This design comes from an exercise in tuning for small area on the open sky130 flow, not from production work. The RTL was checked by simulation tests, not by an equivalence proof against the original design. No driver is modelled on the clock port, so clocking that relies on it looks cheaper here than on a real chip. Power is estimated from default activity; no workload was simulated.

Design FinalProject, start of the top module:
module FinalProject (
    input        clk,
    input  [9:0] SW,
    input  [1:0] KEY,
    input        BT_RX,
    output [6:0] HEX0, HEX1, HEX2, HEX3, HEX4, HEX5,
    output [3:0] VGA_R, VGA_G, VGA_B,
    output       VGA_HS, VGA_VS,
    output [9:0] LEDR
);
Size: about 890 cells after synthesis, about 80 I/O pins, roughly 8100 um2 of cells after synthesis.
Settings: LEC_CHECK=0, CAP_MARGIN=20, CORE_MARGIN=2, CORE_UTILIZATION=60, PLACE_DENSITY=0.75, SLEW_MARGIN=20; clock period 40.0 ns.
standard.sh (not shown) runs the stock make flow with config.mk's settings and CLKGATE_MAP_FILE= SYNTH_SCRIPT=/design/flow/synth_recipe.tcl, a recipe that flattens the netlist after the stock synthesis.
==> flow/flow/run.sh <==
#!/bin/bash
# Own layout flow: the standard flow, with the combinational logic of
# the standard synthesis re-mapped for area (same registers, same names and
# cell types), and a lighter clock tree.
set -euo pipefail
W=$(pwd)
R=$W/orfs/results/$FLOW_PLATFORM/FinalProject/base
A=$W/orfs_alt/results/$FLOW_PLATFORM/FinalProject/base

# 1. Standard synthesis: the reference for the registers.
bash standard.sh synth > $W/std_synth.log 2>&1
cp $R/1_2_yosys.v $W/std_1_2_yosys.v

# 2. Area-mapped synthesis of the same design into a separate work folder.
ok=0
if ALT_ABC_SCRIPT=$W/flow/area.abc bash standard.sh WORK_HOME=$W/orfs_alt \
     SYNTH_SCRIPT=$W/flow/alt_synth.tcl ADDER_MAP_FILE= synth > $W/alt_synth.log 2>&1; then
  # 3. Use it only if its registers are exactly the standard synthesis's;
  #    give them the standard synthesis's instance names.
  if python3 $W/flow/ffmatch.py $W/std_1_2_yosys.v $A/1_2_yosys.v $W/alt_renamed.v > $W/ffmatch.log 2>&1; then
    ok=1
  fi
fi
echo "alt synthesis used: $ok" > $W/alt_choice.log
if [[ $ok == 1 ]]; then
  cp $W/alt_renamed.v $R/1_2_yosys.v
  touch $R/1_2_yosys.v
  bash standard.sh synth > $W/std_synth_odb.log 2>&1
fi

# 4. The rest of the standard flow, with the make settings in flow/extra.mk
#    (one VAR=value per line).
mapfile -t EXTRA < <(grep -v '^#' $W/flow/extra.mk | grep .)
bash standard.sh "${EXTRA[@]}" finish > $W/std_flow.log 2>&1
==> flow/flow/area.abc <==
&get -n
&st
&syn2
&dch -f
&nf -R 1000
&put
mfs2
&get -n
&st
&syn2
&dch -f
&nf -R 1000
&put
mfs2
&get -n
&st
&dch -f
&nf -R 1000
&put
==> flow/flow/extra.mk <==
CTS_ARGS=-sink_clustering_enable -repair_clock_nets -dont_use_dummy_load -buf_list {sky130_fd_sc_hd__clkbuf_4 sky130_fd_sc_hd__clkbuf_8} -sink_clustering_size 12 -sink_clustering_max_diameter 50
BUFFER_PORTS_ARGS=-buffer_cell sky130_fd_sc_hd__buf_1
Other scripts of this flow, unchanged in this note and not shown: flow/flow/alt_synth.tcl, flow/flow/ffmatch.py
The starting point finished clean.
==> next run, changes <==
--- a/flow/flow/run.sh
+++ b/flow/flow/run.sh
@@ -32,3 +32,3 @@
 #    (one VAR=value per line).
 mapfile -t EXTRA < <(grep -v '^#' $W/flow/extra.mk | grep .)
-bash standard.sh "${EXTRA[@]}" finish > $W/std_flow.log 2>&1
+POST_CTS_TCL=$W/flow/post_cts.tcl bash standard.sh "${EXTRA[@]}" finish > $W/std_flow.log 2>&1
==> flow/flow/extra.mk (replaced) <==
CTS_ARGS=-sink_clustering_enable -repair_clock_nets -dont_use_dummy_load -buf_list sky130_fd_sc_hd__clkbuf_4
BUFFER_PORTS_ARGS=-buffer_cell sky130_fd_sc_hd__buf_1
==> flow/flow/post_cts.tcl (new file) <==
# After clock tree synthesis: a clock buffer that drives many flip-flops is
# upsized so the clock slew at the flip-flops stays low, then the placement
# is legalized again.
set upsized 0
foreach inst [get_cells -quiet *] {
  if {[get_property $inst ref_name] ne "sky130_fd_sc_hd__clkbuf_4"} { continue }
  set out [get_pins -quiet -of_objects $inst -filter "direction == output"]
  if {[llength $out] != 1} { continue }
  set net [get_nets -quiet -of_objects $out]
  set loads [llength [get_pins -quiet -of_objects $net -filter "direction == input"]]
  if {$loads >= 11} {
    replace_cell $inst sky130_fd_sc_hd__clkbuf_8
    incr upsized
  }
}
puts "post_cts: upsized $upsized clock buffers"
if {$upsized > 0} {
  detailed_placement
  check_placement -verbose
}
Result: Synthesized area stays the same; design area decreases slightly; hold slack is worse by 0.0081 ns; critical path depth does not change.
==> next run, changes <==
--- a/flow/flow/run.sh
+++ b/flow/flow/run.sh
@@ -29,6 +29,7 @@
 fi
 
-# 4. The rest of the standard flow, with the make settings in flow/extra.mk
-#    (one VAR=value per line).
-mapfile -t EXTRA < <(grep -v '^#' $W/flow/extra.mk | grep .)
-POST_CTS_TCL=$W/flow/post_cts.tcl bash standard.sh "${EXTRA[@]}" finish > $W/std_flow.log 2>&1
+# 4. The rest of the standard flow.
+bash standard.sh \
+  "CTS_ARGS=-sink_clustering_enable -repair_clock_nets -dont_use_dummy_load -buf_list sky130_fd_sc_hd__clkbuf_8" \
+  "BUFFER_PORTS_ARGS=-buffer_cell sky130_fd_sc_hd__buf_1" \
+  finish > $W/std_flow.log 2>&1
Settings changed: CORE_UTILIZATION 60 to 40, CTS_BUF_LIST from default to sky130_fd_sc_hd__clkbuf_8, PLACE_DENSITY 0.75 to 0.6.
removed: flow/flow/extra.mk
removed: flow/flow/post_cts.tcl
Effect: Utilization fell by 21 points. Combinational power hardly moves. Flip-flop and latch count stays the same. Sequential power stays flat. Setup slack is better by 0.12 ns.
==> next run, changes <==
--- a/flow/flow/run.sh
+++ b/flow/flow/run.sh
@@ -29,7 +29,6 @@
 fi
 
-# 4. The rest of the standard flow.
-bash standard.sh \
-  "CTS_ARGS=-sink_clustering_enable -repair_clock_nets -dont_use_dummy_load -buf_list sky130_fd_sc_hd__clkbuf_8" \
-  "BUFFER_PORTS_ARGS=-buffer_cell sky130_fd_sc_hd__buf_1" \
-  finish > $W/std_flow.log 2>&1
+# 4. The rest of the standard flow, with the make settings in flow/extra.mk
+#    (one VAR=value per line).
+mapfile -t EXTRA < <(grep -v '^#' $W/flow/extra.mk | grep .)
+POST_CTS_TCL=$W/flow/post_cts.tcl bash standard.sh "${EXTRA[@]}" finish > $W/std_flow.log 2>&1
==> flow/flow/extra.mk (new file) <==
CTS_ARGS=-sink_clustering_enable -repair_clock_nets -dont_use_dummy_load -buf_list sky130_fd_sc_hd__clkbuf_4
BUFFER_PORTS_ARGS=-buffer_cell sky130_fd_sc_hd__buf_1
SKIP_REPAIR_TIE_FANOUT=1
==> flow/flow/post_cts.tcl (new file) <==
# After clock tree synthesis: a clock buffer that drives many flip-flops is
# upsized so the clock slew at the flip-flops stays low, then the placement
# is legalized again.
set upsized 0
foreach inst [get_cells -quiet *] {
  if {[get_property $inst ref_name] ne "sky130_fd_sc_hd__clkbuf_4"} { continue }
  set out [get_pins -quiet -of_objects $inst -filter "direction == output"]
  if {[llength $out] != 1} { continue }
  set net [get_nets -quiet -of_objects $out]
  set loads [llength [get_pins -quiet -of_objects $net -filter "direction == input"]]
  if {$loads >= 11} {
    replace_cell $inst sky130_fd_sc_hd__clkbuf_8
    incr upsized
  }
}
puts "post_cts: upsized $upsized clock buffers"
if {$upsized > 0} {
  detailed_placement
  check_placement -verbose
}
Settings changed: CORE_UTILIZATION 40 to 60, CTS_BUF_LIST sky130_fd_sc_hd__clkbuf_8 to default, PLACE_DENSITY 0.6 to 0.75.
Via count is higher by about 2.8%.
Routed wire length is about the same.
Cell area is lower by about 3%.
==> next run, changes <==
==> flow/flow/area.abc (replaced) <==
&get -n
&st
&deepsyn -T 60
&put
&get -n
&st
&dch -f
&nf -R 1000
&put
mfs2
&get -n
&st
&dch -f
&nf -R 1000
&put
Outcome: Cell area goes down by a few percent. Utilization shrinks by 0.28 points. Worst setup slack is worse by 0.49 ns. Synthesized area came out lower by a few percent. Global-route usage goes down by 0.51 points. Worst hold slack is worse by 0.015 ns. Wire length goes down by a little under a tenth. Count of clock-buffer cells in the layout stays the same.

Another version of the RTL of FinalProject (not shown whole).
Size in the first run: roughly 80 I/O pins.
Settings: LEC_CHECK=0, CAP_MARGIN=20, CORE_MARGIN=2, CORE_UTILIZATION=60, PLACE_DENSITY=0.75, SLEW_MARGIN=20; clock period 40.0 ns.
==> flow/flow/run.sh <==
#!/bin/bash
# Own layout flow: the standard flow, with the combinational logic of
# the standard synthesis re-mapped for area (same registers, same names and
# cell types), and a lighter clock tree.
set -euo pipefail
W=$(pwd)
R=$W/orfs/results/$FLOW_PLATFORM/FinalProject/base
A=$W/orfs_alt/results/$FLOW_PLATFORM/FinalProject/base

# 1. Standard synthesis: the reference for the registers.
bash standard.sh synth > $W/std_synth.log 2>&1
cp $R/1_2_yosys.v $W/std_1_2_yosys.v

# 2. Area-mapped synthesis of the same design into a separate work folder.
ok=0
if ALT_ABC_SCRIPT=$W/flow/area.abc bash standard.sh WORK_HOME=$W/orfs_alt \
     SYNTH_SCRIPT=$W/flow/alt_synth.tcl ADDER_MAP_FILE= synth > $W/alt_synth.log 2>&1; then
  # 3. Use it only if its registers are exactly the standard synthesis's;
  #    give them the standard synthesis's instance names.
  if python3 $W/flow/ffmatch.py $W/std_1_2_yosys.v $A/1_2_yosys.v $W/alt_renamed.v > $W/ffmatch.log 2>&1; then
    ok=1
  fi
fi
echo "alt synthesis used: $ok" > $W/alt_choice.log
if [[ $ok == 1 ]]; then
  cp $W/alt_renamed.v $R/1_2_yosys.v
  touch $R/1_2_yosys.v
  bash standard.sh synth > $W/std_synth_odb.log 2>&1
fi

# 4. The rest of the standard flow, with the make settings in flow/extra.mk
#    (one VAR=value per line).
mapfile -t EXTRA < <(grep -v '^#' $W/flow/extra.mk | grep .)
POST_CTS_TCL=$W/flow/post_cts.tcl bash standard.sh "${EXTRA[@]}" finish > $W/std_flow.log 2>&1
==> flow/flow/alt_synth.tcl <==
# The standard synthesis script (synth_recipe.tcl) with two changes to the
# technology mapping of combinational logic only: no half/full adder
# extraction (ADDER_MAP_FILE is empty on the command line) and an
# area-oriented ABC script. Flip-flop mapping, flattening and renaming are
# unchanged, so the registers are the standard synthesis's.
proc synth {args} { yosys synth -nofsm -noshare {*}$args }
proc abc {args} {
  set out {}
  set skip 0
  foreach a $args {
    if {$skip} { set skip 0; continue }
    if {$a eq "-script" || $a eq "-D" || $a eq "-constr"} { set skip 1; continue }
    lappend out $a
  }
  yosys abc -script $::env(ALT_ABC_SCRIPT) {*}$out
}
source $::env(SCRIPTS_DIR)/synth.tcl
# left out here: clear keep_hierarchy, flatten, clean up, hide names made inside functions, write 1_2_yosys.v
==> flow/flow/area.abc <==
&get -n
&st
&syn2
&dch -f
&nf -R 1000
&put
mfs2
&get -n
&st
&deepsyn -T 60
&put
&get -n
&st
&dch -f
&nf -R 1000
&put
mfs2
&get -n
&st
&dch -f
&nf -R 1000
&put
==> flow/flow/extra.mk <==
CTS_ARGS=-sink_clustering_enable -repair_clock_nets -dont_use_dummy_load -buf_list sky130_fd_sc_hd__clkbuf_4
BUFFER_PORTS_ARGS=-buffer_cell sky130_fd_sc_hd__buf_1
SKIP_REPAIR_TIE_FANOUT=1
==> flow/flow/post_cts.tcl <==
proc clk_load_slew {inst} {
  set out [get_pins -quiet -of_objects $inst -filter "direction == output"]
  set net [get_nets -quiet -of_objects $out]
  set m 0
  set ff 0
  foreach l [get_pins -quiet -of_objects $net -filter "direction == input"] {
    set s [get_property $l slew_max]
    if {$s > $m} { set m $s }
    if {[get_property $l name] eq "CLK"} { set ff 1 }
  }
  return [list $m $ff]
}
set next(sky130_fd_sc_hd__clkbuf_2) sky130_fd_sc_hd__clkbuf_4
set next(sky130_fd_sc_hd__clkbuf_4) sky130_fd_sc_hd__clkbuf_8
set next(sky130_fd_sc_hd__clkbuf_8) sky130_fd_sc_hd__clkbuf_16
set upsized 0
for {set iter 0} {$iter < 6} {incr iter} {
  estimate_parasitics -placement
  set changed 0
  foreach inst [get_cells -quiet clkbuf_*] {
    set ref [get_property $inst ref_name]
    if {![info exists next($ref)]} { continue }
    lassign [clk_load_slew $inst] m ff
    set limit [expr {$ff ? 0.100 : 0.150}]
    if {$m > $limit} {
      replace_cell $inst $next($ref)
      incr upsized
      incr changed
    }
  }
  if {$changed == 0} { break }
}
puts "post_cts: $upsized clock buffer upsizes"
if {$upsized > 0} {
  detailed_placement
  check_placement -verbose
}
estimate_parasitics -placement
Other scripts of this flow, unchanged in this note and not shown: flow/flow/ffmatch.py
==> next run, changes <==
--- a/flow/flow/run.sh
+++ b/flow/flow/run.sh
@@ -13,13 +13,31 @@
 
-# 2. Area-mapped synthesis of the same design into a separate work folder.
+# 2. Area-mapped synthesis of the same design, three times in parallel with
+#    different random seeds for ABC's deepsyn, each in its own work folder.
+#    Each result is used only if its registers are exactly the standard
+#    synthesis's (step 3 renames them to the standard synthesis's instance
+#    names); the smallest of those is kept.
 ok=0
-if ALT_ABC_SCRIPT=$W/flow/area.abc bash standard.sh WORK_HOME=$W/orfs_alt \
-     SYNTH_SCRIPT=$W/flow/alt_synth.tcl ADDER_MAP_FILE= synth > $W/alt_synth.log 2>&1; then
-  # 3. Use it only if its registers are exactly the standard synthesis's;
-  #    give them the standard synthesis's instance names.
-  if python3 $W/flow/ffmatch.py $W/std_1_2_yosys.v $A/1_2_yosys.v $W/alt_renamed.v > $W/ffmatch.log 2>&1; then
-    ok=1
+best_area=""
+for S in 0 1 2; do
+  sed "s/&deepsyn -T 60/\&deepsyn -T 60 -S $S/" $W/flow/area.abc > $W/area_$S.abc
+  ( ALT_ABC_SCRIPT=$W/area_$S.abc bash standard.sh WORK_HOME=$W/orfs_alt$S \
+      SYNTH_SCRIPT=$W/flow/alt_synth.tcl ADDER_MAP_FILE= synth > $W/alt_synth_$S.log 2>&1 ) &
+done
+wait || true
+for S in 0 1 2; do
+  A=$W/orfs_alt$S/results/$FLOW_PLATFORM/FinalProject/base
+  RP=$W/orfs_alt$S/reports/$FLOW_PLATFORM/FinalProject/base/synth_stat.txt
+  [[ -f $A/1_2_yosys.v && -f $RP ]] || continue
+  # 3. Registers must be exactly the standard synthesis's.
+  if python3 $W/flow/ffmatch.py $W/std_1_2_yosys.v $A/1_2_yosys.v $W/alt_renamed_$S.v > $W/ffmatch_$S.log 2>&1; then
+    area=$(grep "Chip area" $RP | awk '{print $NF}')
+    echo "seed $S area $area" >> $W/alt_choice.log
+    if [[ -z "$best_area" ]] || python3 -c "import sys; sys.exit(0 if float('$area') < float('$best_area') else 1)"; then
+      best_area=$area
+      cp $W/alt_renamed_$S.v $W/alt_renamed.v
+      ok=1
+    fi
   fi
-fi
-echo "alt synthesis used: $ok" > $W/alt_choice.log
+done
+echo "alt synthesis used: $ok (area $best_area)" >> $W/alt_choice.log
 if [[ $ok == 1 ]]; then
==> flow/flow/extra.mk (replaced) <==
CTS_ARGS=-sink_clustering_enable -repair_clock_nets -dont_use_dummy_load -buf_list sky130_fd_sc_hd__clkbuf_2
BUFFER_PORTS_ARGS=-buffer_cell sky130_fd_sc_hd__buf_1
SKIP_REPAIR_TIE_FANOUT=1
--- a/flow/flow/post_cts.tcl
+++ b/flow/flow/post_cts.tcl
@@ -23,3 +23,3 @@
     lassign [clk_load_slew $inst] m ff
-    set limit [expr {$ff ? 0.100 : 0.150}]
+    set limit [expr {$ff ? 0.112 : 0.150}]
     if {$m > $limit} {
After rerunning: The new run ran to the end with no violations. Worst setup slack degrades by 0.010 ns. Cell area went down slightly. Synthesized cell count is unchanged. Sequential share of layout area came out higher by 0.20 points. Hold slack improved by 0.028 ns. Global-route usage came out higher by 0.13 points. Wire length rose slightly. Critical path depth is unchanged. Register-to-register slack is better by 0.05 ns.
==> next run, changes <==
==> flow/flow/extra.mk (replaced) <==
CTS_ARGS=-sink_clustering_enable -repair_clock_nets -dont_use_dummy_load -buf_list sky130_fd_sc_hd__clkbuf_4
BUFFER_PORTS_ARGS=-buffer_cell sky130_fd_sc_hd__buf_1
SKIP_REPAIR_TIE_FANOUT=1
CORE_UTILIZATION = 75   (was 60)
PLACE_DENSITY = 0.85   (was 0.75)
The changed run passed the timing, DRC and antenna checks.
Fmax stays flat.
Wire length climbs by a few percent.
Via count grows by a few percent.
==> next run, changes <==
--- a/flow/flow/run.sh
+++ b/flow/flow/run.sh
@@ -13,3 +13,3 @@
 
-# 2. Area-mapped synthesis of the same design, three times in parallel with
+# 2. Area-mapped synthesis of the same design, four times in parallel with
 #    different random seeds for ABC's deepsyn, each in its own work folder.
@@ -20,3 +20,3 @@
 best_area=""
-for S in 0 1 2; do
+for S in 0 1 2 3; do
   sed "s/&deepsyn -T 60/\&deepsyn -T 60 -S $S/" $W/flow/area.abc > $W/area_$S.abc
@@ -26,3 +26,3 @@
 wait || true
-for S in 0 1 2; do
+for S in 0 1 2 3; do
   A=$W/orfs_alt$S/results/$FLOW_PLATFORM/FinalProject/base
==> flow/flow/area.abc (replaced) <==
&get -n
&st
&syn2
&dch -f
&nf -R 1000 -p -F 6 -C 32
&put
mfs2
&get -n
&st
&deepsyn -T 60
&put
&get -n
&st
&dch -f
&nf -R 1000 -p -F 6 -C 32
&put
mfs2
&get -n
&st
&dch -f
&nf -R 1000 -p -F 6 -C 32
&put
CORE_UTILIZATION = 60   (was 75)
PLACE_DENSITY = 0.75   (was 0.85)
Result:
- power came out higher by 1.7%
- non-clock buffer count climbs by 1
- flip-flop and latch count does not change

static timing again, ports no longer ideal:
How much do the figures lean on ideal ports? The routed layouts below were timed once more, with nothing changed but the port constraints.
Step 1, drivers: a clkbuf_16 drives clk and a buf_2 each remaining input, both assumed.
Step 2 moves the port delays by t, midway between the first and last clock arrival at a register: inputs arrive t later, outputs are due t later. That takes back most of the time a late clock gives input paths.
a / b / c = no drivers / after step 1 / after step 2; a / b = the first two.
run	t, ns	setup slack, ns	worst hold slack (ns)
the first run of note 1	0.478	22.510 / 22.488 / 22.488	0.366 / 0.366 / 0.366
the second run of note 1	0.460	22.510 / 22.488 / 22.488	0.358 / 0.358 / 0.358
the third run of note 1	0.474	22.626 / 22.602 / 22.602	0.361 / 0.361 / 0.361
the fourth run of note 1	0.454	22.504 / 22.483 / 22.483	0.357 / 0.357 / 0.357
the fifth run of note 1	0.456	22.019 / 21.992 / 21.992	0.342 / 0.342 / 0.342
the first run of note 2	0.392	21.887 / 21.854 / 21.854	0.354 / 0.354 / 0.354
the second run of note 2	0.396	21.877 / 21.845 / 21.845	0.382 / 0.382 / 0.382
the third run of note 2	0.402	21.854 / 21.825 / 21.825	0.372 / 0.372 / 0.372
the fourth run of note 2	0.404	22.069 / 22.042 / 22.042	0.376 / 0.376 / 0.376
After both steps every run listed still meets setup and hold. The setup slack of the first run of note 2, which loses most, moves by -0.033 ns with the drivers and by -0.033 ns with both steps.
